This is an optimization exercise on Yosys and OpenROAD, whose aim is small area and a short achievable clock period, not a production implementation. In this exercise RTL edits were held to simulation tests only and were not proved equivalent to the original.

==> flow/design.v (excerpt) <==
module Circle_Area_Calculator(clk, rst, radius, area);
  input wire clk, rst;
  input wire [31:0] radius;
  output reg [31:0] area;
  wire [22:0] r = radius[22:0];
  wire [22:0] rn = ~r;
  wire p47 = r >= 23'h3504f4;
  wire p47n = ~p47;
  wire ge_a = r >= 23'h106ebf;
  wire ge_b = r >= 23'h4c422f;
  wire ge_c = r >= 23'h4c4230;
  wire q47 = (ge_a & ~p47) | ge_c;
  wire q47n = ~q47;
  wire [7:0] expo = {radius[29:23], 1'b0} + 8'd130 + {7'd0, ge_a} + {7'd0, ge_b};
  wire [22:0] mant;
  wire n1;
  NB2 u1 (r[1], r[0], n1);
  wire n2;
  ND2 u2 (r[0], r[1], n2);
  wire n3;
  ND2 u3 (r[0], r[2], n3);
  wire n4;
  ND2 u4 (r[0], r[3], n4);
  wire n5;
  ND2 u5 (r[0], r[4], n5);
  wire n6;
  ND2 u6 (r[0], r[5], n6);
  wire n7;
  ND2 u7 (r[0], r[6], n7);
  wire n8;
  ND2 u8 (r[0], r[7], n8);
  wire n9;
  ND2 u9 (r[0], r[8], n9);
  wire n10;
  ND2 u10 (r[0], r[9], n10);
  wire n11;
  ND2 u11 (r[0], r[10], n11);
  wire n12;
  ND2 u12 (r[0], r[11], n12);
  wire n13;
  ND2 u13 (r[0], r[12], n13);
  wire n14;
  ND2 u14 (r[0], r[13], n14);
  wire n15;
  ND2 u15 (r[0], r[14], n15);
  wire n16;
  ND2 u16 (r[0], r[15], n16);
  wire n17;
  ND2 u17 (r[0], r[16], n17);
  wire n18;
  ND2 u18 (r[0], r[17], n18);
  wire n19;
  ND2 u19 (r[0], r[18], n19);
  wire n20;
  ND2 u20 (r[0], r[19], n20);
  wire n21;
  ND2 u21 (r[0], r[20], n21);
  wire n22;
  ND2 u22 (r[0], r[21], n22);
  wire n23;
  ND2 u23 (r[0], r[22], n23);
  wire n24;
  NB2 u24 (r[2], r[1], n24);
  wire n25;
  ND2 u25 (r[1], r[2], n25);
  wire n26;
  ND2 u26 (r[1], r[3], n26);
  wire n27;
  ND2 u27 (r[1], r[4], n27);
  wire n28;
  ND2 u28 (r[1], r[5], n28);
  wire n29;
  ND2 u29 (r[1], r[6], n29);
  wire n30;
  ND2 u30 (r[1], r[7], n30);
  wire n31;
  ND2 u31 (r[1], r[8], n31);
  wire n32;
  ND2 u32 (r[1], r[9], n32);
  wire n33;
  ND2 u33 (r[1], r[10], n33);
  wire n34;
  ND2 u34 (r[1], r[11], n34);
  wire n35;
  ND2 u35 (r[1], r[12], n35);
  wire n36;
  ND2 u36 (r[1], r[13], n36);
  wire n37;
  ND2 u37 (r[1], r[14], n37);
  wire n38;
  ND2 u38 (r[1], r[15], n38);
  wire n39;
  ...
Size in the first run: about 1300 cells after synthesis, roughly 66 I/O pins.
clock: 30.0 ns
lec_check: 0
cap_margin: 20
core_margin: 2
core_utilization: 40
slew_margin: 20
synth_hierarchical: 1
synth_minimum_keep_size: 0
standard.sh (not shown) runs the stock make flow with config.mk's settings and CLKGATE_MAP_FILE= SYNTH_SCRIPT=/design/flow/synth_recipe.tcl, a recipe that flattens the netlist after the stock synthesis.
==> flow/flow/run.sh <==
#!/bin/bash
set -o pipefail
cp standard.sh standard_sh.log
export PRE_FLOORPLAN_TCL="$(pwd)/flow/downsize.tcl"
export SETUP_SLACK_MARGIN=${MARGIN:-14.25}
export BUFFER_PORTS_ARGS="-buffer_cell sky130_fd_sc_hd__buf_2"
bash standard.sh > standard.log 2>&1
==> flow/flow/downsize.tcl <==
# Downsize the combinational cells that synthesis mapped to a stronger drive
# than _1 (ABC upsizes some one-gate modules) to the _1 cell of the same
# function; the timing repair steps later upsize the cells that need it.
set ds_count 0
set ds_db [ord::get_db]
foreach ds_inst [[ord::get_db_block] getInsts] {
  set ds_master [[$ds_inst getMaster] getName]
  if { ![regexp {^sky130_fd_sc_hd__(\w+)_(\d+)$} $ds_master -> ds_base ds_drive] } { continue }
  if { $ds_drive <= 1 } { continue }
  if { [regexp {^(dfxtp|dfrtp|dfstp|buf|clkbuf|clkinv|clkdlybuf4s\d+|dlygate4sd\d|dlymetal6s\d+s|tapvpwrvgnd|fill|decap|conb)$} $ds_base] } { continue }
  set ds_new "sky130_fd_sc_hd__${ds_base}_1"
  if { [$ds_db findMaster $ds_new] == "NULL" } { continue }
  replace_cell [$ds_inst getName] $ds_new
  incr ds_count
}
puts "downsize.tcl: downsized $ds_count instances"
The baseline completed without violations.
Change:
--- a/flow/flow/run.sh
+++ b/flow/flow/run.sh
@@ -5 +5 @@
-export SETUP_SLACK_MARGIN=${MARGIN:-14.25}
+export SETUP_SLACK_MARGIN=${MARGIN:-15}
=> The new run finished clean; fmax goes up by 3.1%; final cell count grows by 0.35%; design area went up by 2.6%; utilization went up by 1.2 points; first-iteration DRC count shrinks by 1.6%; global-route usage hardly moves.
Change:
--- a/flow/flow/run.sh
+++ b/flow/flow/run.sh
@@ -5 +5 @@
-export SETUP_SLACK_MARGIN=${MARGIN:-15}
+export SETUP_SLACK_MARGIN=${MARGIN:-14.75}
What happened:
- The new run completed with no timing, DRC or antenna violations
- worst setup slack degrades by 0.12 ns
- final area came out lower by 1.5%
- wire length came out lower by 0.90%
- final cell count hardly moves
- core utilization came out lower by 0.68 points
- worst hold slack is about the same
Change:
--- a/flow/flow/run.sh
+++ b/flow/flow/run.sh
@@ -5 +5 @@
-export SETUP_SLACK_MARGIN=${MARGIN:-14.75}
+export SETUP_SLACK_MARGIN=${MARGIN:-14.5}
Effect:
- wire length stays flat
- first-iteration DRC count fell by 3.3%
- die area does not change
Change:
--- a/flow/flow/run.sh
+++ b/flow/flow/run.sh
@@ -5 +5 @@
-export SETUP_SLACK_MARGIN=${MARGIN:-14.5}
+export SETUP_SLACK_MARGIN=${MARGIN:-14.75}
- CTS_BUF_LIST: unset -> sky130_fd_sc_hd__clkbuf_4
=>
- The new run went through all stages and came out clean
- wire length is about the same
- worst setup slack is better by 0.25 ns
- core utilization came out lower by 0.13 points
- critical path depth stays the same
- synthesized cell count stays the same
Change:
--- a/flow/flow/run.sh
+++ b/flow/flow/run.sh
@@ -5 +5 @@
-export SETUP_SLACK_MARGIN=${MARGIN:-14.75}
+export SETUP_SLACK_MARGIN=${MARGIN:-15.25}
- CTS_BUF_LIST: sky130_fd_sc_hd__clkbuf_4 -> unset
Outcome:
- count of clock-buffer cells in the layout goes up by 1
- design area goes up by 4.4%
- utilization goes up by 2.0 points
- cell count goes up by 0.63%
- hold slack gets better by 0.073 ns
- routed wire length goes up by 2.4%
- die area stays the same

==> static timing again, ports no longer ideal <==
How much do the figures lean on ideal ports? The routed layouts below were timed once more, with nothing changed but the port constraints. Step 1 assumes that a clkbuf_16 drives the clock port and a buf_2 every other input. Step 2 times the ports against the registers' clock, not the clock port: input delays grow and output delays shrink by t, the midpoint of the rising clock arrivals with the driver on. Slacks: no drivers / after step 1 / after step 2; pairs: no drivers / after step 1.
| run | t (ns) | setup WS [ns] | worst setup path at the end |
|---|---|---|---|
| the first run | 0.311 | 14.959 / 14.970 / 14.658 | input to register |
| the second run | 0.310 | 15.418 / 15.405 / 15.095 | input to register |
| the third run | 0.310 | 15.296 / 15.296 / 14.985 | input to register |
| the fourth run | 0.309 | 15.047 / 15.061 / 14.752 | input to register |
| the fifth run | 0.366 | 15.299 / 15.306 / 14.940 | input to register |
| the sixth run | 0.310 | 15.541 / 15.527 / 15.217 | input to register |
After both steps setup and hold are still met in every run listed. The setup slack of the fifth run, which loses most, moves by +0.007 ns with the drivers and by -0.359 ns with both steps.
